This design comes from an exercise in tuning for small area and a short achievable clock period on the open sky130 flow, not from production work. The RTL was checked by simulation tests, not by an equivalence proof against the original design.

Design ntt_butterfly, start of the top module:
module ntt_butterfly
#(
    parameter REG_SIZE = 23
)
(
    input  wire                 clk,
    input  wire                 reset_n,
    input  wire                 zeroize,
    input  wire [2:0]           mode,
    input  wire                 accumulate,
    input  wire                 mlkem,
    input  wire  [REG_SIZE-1:0] opu_i,
    input  wire  [REG_SIZE-1:0] opv_i,
    input  wire  [REG_SIZE-1:0] opw_i,
    output logic [REG_SIZE-1:0] u_o,
    output logic [REG_SIZE-1:0] v_o,
    output logic [REG_SIZE-1:0] pwm_res_o,
    output logic [REG_SIZE-1:0] pairwm_mul_red_o
);
    localparam [2:0] CT = 3'd0, GS = 3'd1, PWM = 3'd2, PWA = 3'd3, PWS = 3'd4, PAIRWM = 3'd5;
    logic [2:0] mode_r;
    logic       mlkem_r;
    always_ff @(posedge clk or negedge reset_n) begin
        if (!reset_n) begin
            mode_r <= '0; mlkem_r <= 1'b0;
        end else if (zeroize) begin
            mode_r <= '0; mlkem_r <= 1'b0;
        end else begin
            mode_r <= mode; mlkem_r <= mlkem;
        end
    end
    wire m_ct  = (mode_r == CT);
    wire m_gs  = (mode_r == GS);
    wire m_pwm = (mode_r == PWM);
    wire m_pwa = (mode_r == PWA);
    wire m_pws = (mode_r == PWS);
    wire [24:0] q1  = mlkem_r ? 25'd3329 : 25'd8380417;
    wire [22:0] hq  = mlkem_r ? 23'd1665 : 23'd4190209;        
    wire [24:0] qn  = mlkem_r ? (25'h1000000 - 25'd3329 + 25'h1000000) : (25'h1000000 - 25'd8380417 + 25'h1000000);
    logic [22:0] c_d, red;
    wire         share = m_ct | m_pwm;
    wire [22:0]  ax = share ? c_d : opu_i;
    wire [22:0]  ay = share ? red : opv_i;
    wire [24:0] s_a = {2'b0, ax} + {2'b0, ay};                  
    wire [24:0] s_m = {2'b0, ax} + {2'b0, ay} + qn;             
    wire [24:0] d_a = {2'b0, ax} + {2'b11, ~ay} + 25'd1;        
    wire [24:0] d_p = {2'b0, ax} + {2'b11, ~ay} + 25'd1 + q1;   
    wire [22:0] addm = s_m[24] ? s_a[22:0] : s_m[22:0];        
  ...
Size: ~5,200 cells after synthesis, about 0.037 mm² of cells after synthesis.
==> flow/config.mk <==
export PLATFORM = sky130hd
export DESIGN_NAME = ntt_butterfly
export DESIGN_NICKNAME = ntt_butterfly
export VERILOG_FILES = /design/flow/design.v
export SDC_FILE = /design/flow/constraint.sdc
export NUM_CORES = 4
export LEC_CHECK = 0
export ABC_AREA = 1
export CAP_MARGIN = 20
export CORE_MARGIN = 2
export CORE_UTILIZATION = 40
export SETUP_SLACK_MARGIN = 5
export SLEW_MARGIN = 20
export TNS_END_PERCENT = 40
==> flow/constraint.sdc <==
create_clock -name core_clock -period 13.0 [get_ports {clk}]
set_input_delay 2.6000 -clock core_clock [delete_from_list [all_inputs] [get_ports {clk}]]
set_output_delay 2.6000 -clock core_clock [all_outputs]
set_load 0.01 [all_outputs]
standard.sh (not shown) runs the stock make flow with config.mk's settings and CLKGATE_MAP_FILE= SYNTH_SCRIPT=/design/flow/synth_recipe.tcl, a recipe that flattens the netlist after the stock synthesis.
==> flow/flow/run.sh <==
#!/bin/bash
# Standard synthesis, then a netlist pass that re-balances the inverters around
# the full-adder cells (flow/fixfa.py, logic unchanged), then the standard
# layout with port buffers of the smallest buffer cell and a larger setup
# slack margin for repair_timing. Each tool's output goes to its own log here.
set -euo pipefail
R=orfs/results/sky130hd/ntt_butterfly/base
ARGS=("BUFFER_PORTS_ARGS=-buffer_cell sky130_fd_sc_hd__buf_1")
bash standard.sh "${ARGS[@]}" synth > synth.log 2>&1
cp "$R/1_2_yosys.v" "$R/1_2_yosys.std.v"
python3 flow/fixfa.py "$R/1_2_yosys.std.v" "$R/1_2_yosys.v" > fixfa.log 2>&1
rm -f "$R/1_synth.odb" "$R/1_synth.sdc"
bash standard.sh "${ARGS[@]}" finish > standard.log 2>&1
Other scripts of this flow, unchanged in this note and not shown: flow/flow/fixfa.py
The first run finished with timing, DRC and antenna clean.
Rerun with:
ABC_AREA = default   (was 1)
TNS_END_PERCENT = default   (was 40)
After rerunning: The changed run completed without violations. Hold slack improves by 0.031 ns. Setup slack degrades by 0.30 ns. Final cell count drops by 14%. Count of clock-buffer cells in the layout climbs by 3. Die area drops by 2.7%.
Rerun with:
ABC_AREA = 1   (was default)
TNS_END_PERCENT = 10   (was default)
=> Clock skew came out higher by 0.017 ns. Sequential cell count stays the same. Non-clock buffer count goes down by 44. First-iteration DRC count rose by 38%. Worst hold slack got worse by 0.028 ns. Routed wire length rises by 13%. Area after synthesis grows by 2.8%.
Rerun with:
--- a/flow/flow/run.sh
+++ b/flow/flow/run.sh
@@ -8 +8 @@
-ARGS=("BUFFER_PORTS_ARGS=-buffer_cell sky130_fd_sc_hd__buf_1")
+ARGS=(SETUP_SLACK_MARGIN=5.5 "BUFFER_PORTS_ARGS=-buffer_cell sky130_fd_sc_hd__buf_1")
TNS_END_PERCENT = default   (was 10)
The changed run finished clean.
Via count grows by 0.54%.
Worst setup slack is better by 0.18 ns.
Cell area grows by 3.7%.
Cell count grows by 0.62%.
Routed wire length grows by 0.38%.
Rerun with:
ABC_AREA = default   (was 1)
Outcome: Global-route usage shrinks by 3.5 points; die area shrinks by 2.7%; first-iteration DRC count shrinks by 16%.
Rerun with:
--- a/flow/flow/run.sh
+++ b/flow/flow/run.sh
@@ -8 +8 @@
-ARGS=(SETUP_SLACK_MARGIN=5.5 "BUFFER_PORTS_ARGS=-buffer_cell sky130_fd_sc_hd__buf_1")
+ARGS=("BUFFER_PORTS_ARGS=-buffer_cell sky130_fd_sc_hd__buf_1")
ABC_AREA = 1   (was default)
The changed run went through all stages and came out clean; count of clock-buffer cells in the layout went down by 7; design area went down by 5.4%; die area went up by 2.7%; global-route usage went up by 3.3 points; flip-flop and latch count is unchanged; critical path depth went down by 14.

* * *

ntt_butterfly, a different RTL version from the one above (not shown whole).
Size in the first run: ~210 flip-flops, ~170 I/O pins.
clock: 13.0 ns
lec_check: 0
abc_area: 1
cap_margin: 25
core_margin: 2
core_utilization: 40
setup_slack_margin: 5
slew_margin: 30
run.sh (not shown) runs the stock make flow with config.mk's settings and CLKGATE_MAP_FILE= SYNTH_SCRIPT=/design/flow/synth_recipe.tcl, a recipe that flattens the netlist after the stock synthesis.
Stock flow here: none of the scripts above is used.
Next try:
ABC_AREA = default   (was 1)
- The new run ran to the end with no violations
- setup slack loses 0.35 ns
- wire length is lower by 15%
- utilization climbs by 2.8 points
Next try:
ABC_AREA = 1   (was default)
CAP_MARGIN = 20   (was 25)
SLEW_MARGIN = 20   (was 30)
Sequential share of layout area grows by 0.19 points.
First-iteration DRC count grows by 12%.
Routed wire length grows by 17%.
Clock-buffer cell count stays the same.
Non-clock buffer count shrinks by 106.
Die area grows by 4.9%.
Next try:
ABC_AREA = default   (was 1)
What happened: This time the run produced a layout that fails on capacitance limit, slew limit; cell count goes down by about a fifth; cell area rose by a few percent; worst setup slack degrades by 0.43 ns; worst hold slack improved by 0.0042 ns.

* * *

Setup of run 1:
ntt_butterfly, a different RTL version from the one above (not shown whole).
For scale: ~5,500 cells after synthesis, about 170 I/O pins.
==> flow/config.mk <==
export PLATFORM = sky130hd
export DESIGN_NAME = ntt_butterfly
export DESIGN_NICKNAME = ntt_butterfly
export VERILOG_FILES = /design/flow/design.v
export SDC_FILE = /design/flow/constraint.sdc
export NUM_CORES = 4
export LEC_CHECK = 0
export ABC_AREA = 1
export CAP_MARGIN = 20
export CORE_MARGIN = 2
export CORE_UTILIZATION = 40
export CTS_BUF_LIST = sky130_fd_sc_hd__clkbuf_4 sky130_fd_sc_hd__clkbuf_8
export SETUP_SLACK_MARGIN = 5
export SLEW_MARGIN = 20
==> flow/constraint.sdc <==
create_clock -name core_clock -period 13.0 [get_ports {clk}]
set_input_delay 2.6000 -clock core_clock [delete_from_list [all_inputs] [get_ports {clk}]]
set_output_delay 2.6000 -clock core_clock [all_outputs]
set_load 0.01 [all_outputs]
standard.sh (not shown) runs the stock make flow with config.mk's settings and CLKGATE_MAP_FILE= SYNTH_SCRIPT=/design/flow/synth_recipe.tcl, a recipe that flattens the netlist after the stock synthesis.
==> flow/flow/run.sh <==
#!/bin/bash
# Standard layout; the port buffers use the smallest buffer cell (the resizer
# still upsizes any that timing or slew needs).
set -euo pipefail
bash standard.sh SETUP_SLACK_MARGIN=5.5 "BUFFER_PORTS_ARGS=-buffer_cell sky130_fd_sc_hd__buf_1" finish > standard.log 2>&1
Input changes introduced in run 2 (baseline for comparison: run 1):
Settings: clearing CTS_BUF_LIST, which used to be sky130_fd_sc_hd__clkbuf_4 sky130_fd_sc_hd__clkbuf_8; swapping 5 for 4.5 in SETUP_SLACK_MARGIN.
==> flow/run.sh (new file) <==
#!/bin/bash
# synth_recipe.tcl (not shown) runs the flow's synth.tcl, then flattens the netlist and writes it again
# the make line also repeats each setting of config.mk as NAME=value (left out here)
make -C /OpenROAD-flow-scripts/flow DESIGN_CONFIG=/design/flow/config.mk WORK_HOME=/design/flow/orfs CLKGATE_MAP_FILE= SYNTH_SCRIPT=/design/flow/synth_recipe.tcl finish
removed: flow/flow/run.sh
removed: flow/standard.sh
--- outcome ---
Final cell area: run 2 below run 1
Sequential share of layout area: run 2 vs run 1 up 0.57 points
Run 2 and run 1 ended up with nearly the same inverter count.
Re wire length after detailed routing: run 2 and run 1 aren't equal, and the higher value belongs to run 1.
Max-slew headroom at the worst pin, run 2 and run 1, lower one = run 1.
The detailed-route via count of run 2 was superior to that of run 1.
[inputs] run 3 vs run 2
Settings: SETUP_SLACK_MARGIN now 4, was 4.5.
--- outcome ---
Run 3 completed; timing, DRC and antenna clean
Final cell count: higher on run 2
Diff run 2 -> run 3: transition at the pin with the smallest max-transition slack down 0.035 ns, logic depth of the worst register-to-register path down 3.
Cmp run 3 vs run 2: final critical-path share of the clock period higher in run 3
For the met1 layer usage reported by global route, run 3 came in 0.75 points lower than run 2 did.
Setup changes, run 3 to run 4
Settings: changing SETUP_SLACK_MARGIN from 4 to 5.
==> flow/flow/run.sh (new file) <==
#!/bin/bash
# Standard layout; the port buffers use the smallest buffer cell (the resizer
# still upsizes any that timing or slew needs).
set -euo pipefail
bash standard.sh SETUP_SLACK_MARGIN=6 "BUFFER_PORTS_ARGS=-buffer_cell sky130_fd_sc_hd__buf_1" finish > standard.log 2>&1
==> flow/standard.sh (new file) <==
#!/bin/bash
# synth_recipe.tcl (not shown) runs the flow's synth.tcl, then flattens the netlist and writes it again
# the make line also repeats each setting of config.mk as NAME=value (left out here)
make -C /OpenROAD-flow-scripts/flow DESIGN_CONFIG=/design/flow/config.mk WORK_HOME=/design/flow/orfs CLKGATE_MAP_FILE= SYNTH_SCRIPT=/design/flow/synth_recipe.tcl "${@:-finish}"
removed: flow/run.sh
For run 4, the master of the slowest instance on the critical path was fa_1, unlike run 3, where it was dfrtp_1.
On adder-cell share of the synthesized area, run 3 and run 4 are basically level.
Run 3 has higher portion of the clock cycle consumed by the worst path in the final layout than run 4.
The longest individual stage delay on the worst path number comes out lower for run 3 vs run 4.
Between run 4 and run 3, it is run 4 whose wire length on met3 is higher, by 650 um.
Fmax (higher): run 4
Largest net degree at the start of global routing for run 4: about 13% down relative to run 3
On total via count in the routed design: between run 3 and run 4, it ends up lower for run 3.
Run 4 against run 3: fraction of standard cell area that is sequential now smaller.

## separate check: timing with driven ports
Ports are ideal in the flow. The routed layouts listed here were re-timed in OpenROAD. Step 1 assumes that a clkbuf_16 drives the clock port and a buf_2 every other input. Step 2 adds t to the input delays and takes it off the output delays; t is the mean of the earliest and latest rising clock arrival at the registers after step 1. Input paths then give back, and output paths get back, about the clock's delay inside the block. Three values: no drivers, after step 1, after step 2; two values: the first two.
| run | t, ns | setup WS [ns] | worst setup path after step 2 | worst slew at a driven data input, ns | cell pins on the clock port's net |
|---|---|---|---|---|---|
| the first run of note 1 | 0.658 | 5.058 / 4.991 / 5.058 | register to register | 0.04 | 1 |
| the second run of note 1 | 0.662 | 4.763 / 4.763 / 4.763 | register to register | 0.08 | 1 |
| the third run of note 1 | 0.657 | 5.154 / 5.154 / 5.154 | register to register | 0.04 | 1 |
| the fourth run of note 1 | 0.641 | 5.330 / 5.330 / 5.330 | register to register | 0.05 | 1 |
| the fifth run of note 1 | 0.646 | 4.733 / 4.733 / 4.733 | register to register | 0.09 | 1 |
| the sixth run of note 1 | 0.657 | 5.161 / 5.161 / 5.161 | register to register | 0.05 | 1 |
| the first run of note 2 | 0.648 | 5.175 / 5.112 / 5.272 | register to register | 0.05 | 1 |
| the second run of note 2 | 0.640 | 4.823 / 4.823 / 4.595 | input to register | 0.10 | 1 |
| the third run of note 2 | 0.650 | 5.177 / 5.135 / 5.177 | register to register | 0.05 | 1 |
| the fourth run of note 2 | 0.647 | 4.750 / 4.750 / 4.520 | input to register | 0.10 | 1 |
| run 1 | 0.722 | 5.440 / 5.440 / 5.440 | register to register | 0.04 | 1 |
| run 2 | 0.660 | 4.820 / 4.820 / 4.704 | input to register | 0.05 | 1 |
| run 3 | 0.660 | 4.363 / 4.363 / 4.363 | register to register | 0.05 | 1 |
| run 4 | 0.674 | 5.301 / 5.301 / 5.301 | register to register | 0.07 | 1 |
The setup slack of the fourth run of note 2, which loses most, moves by 0.000 ns with the drivers and by -0.230 ns with both steps.
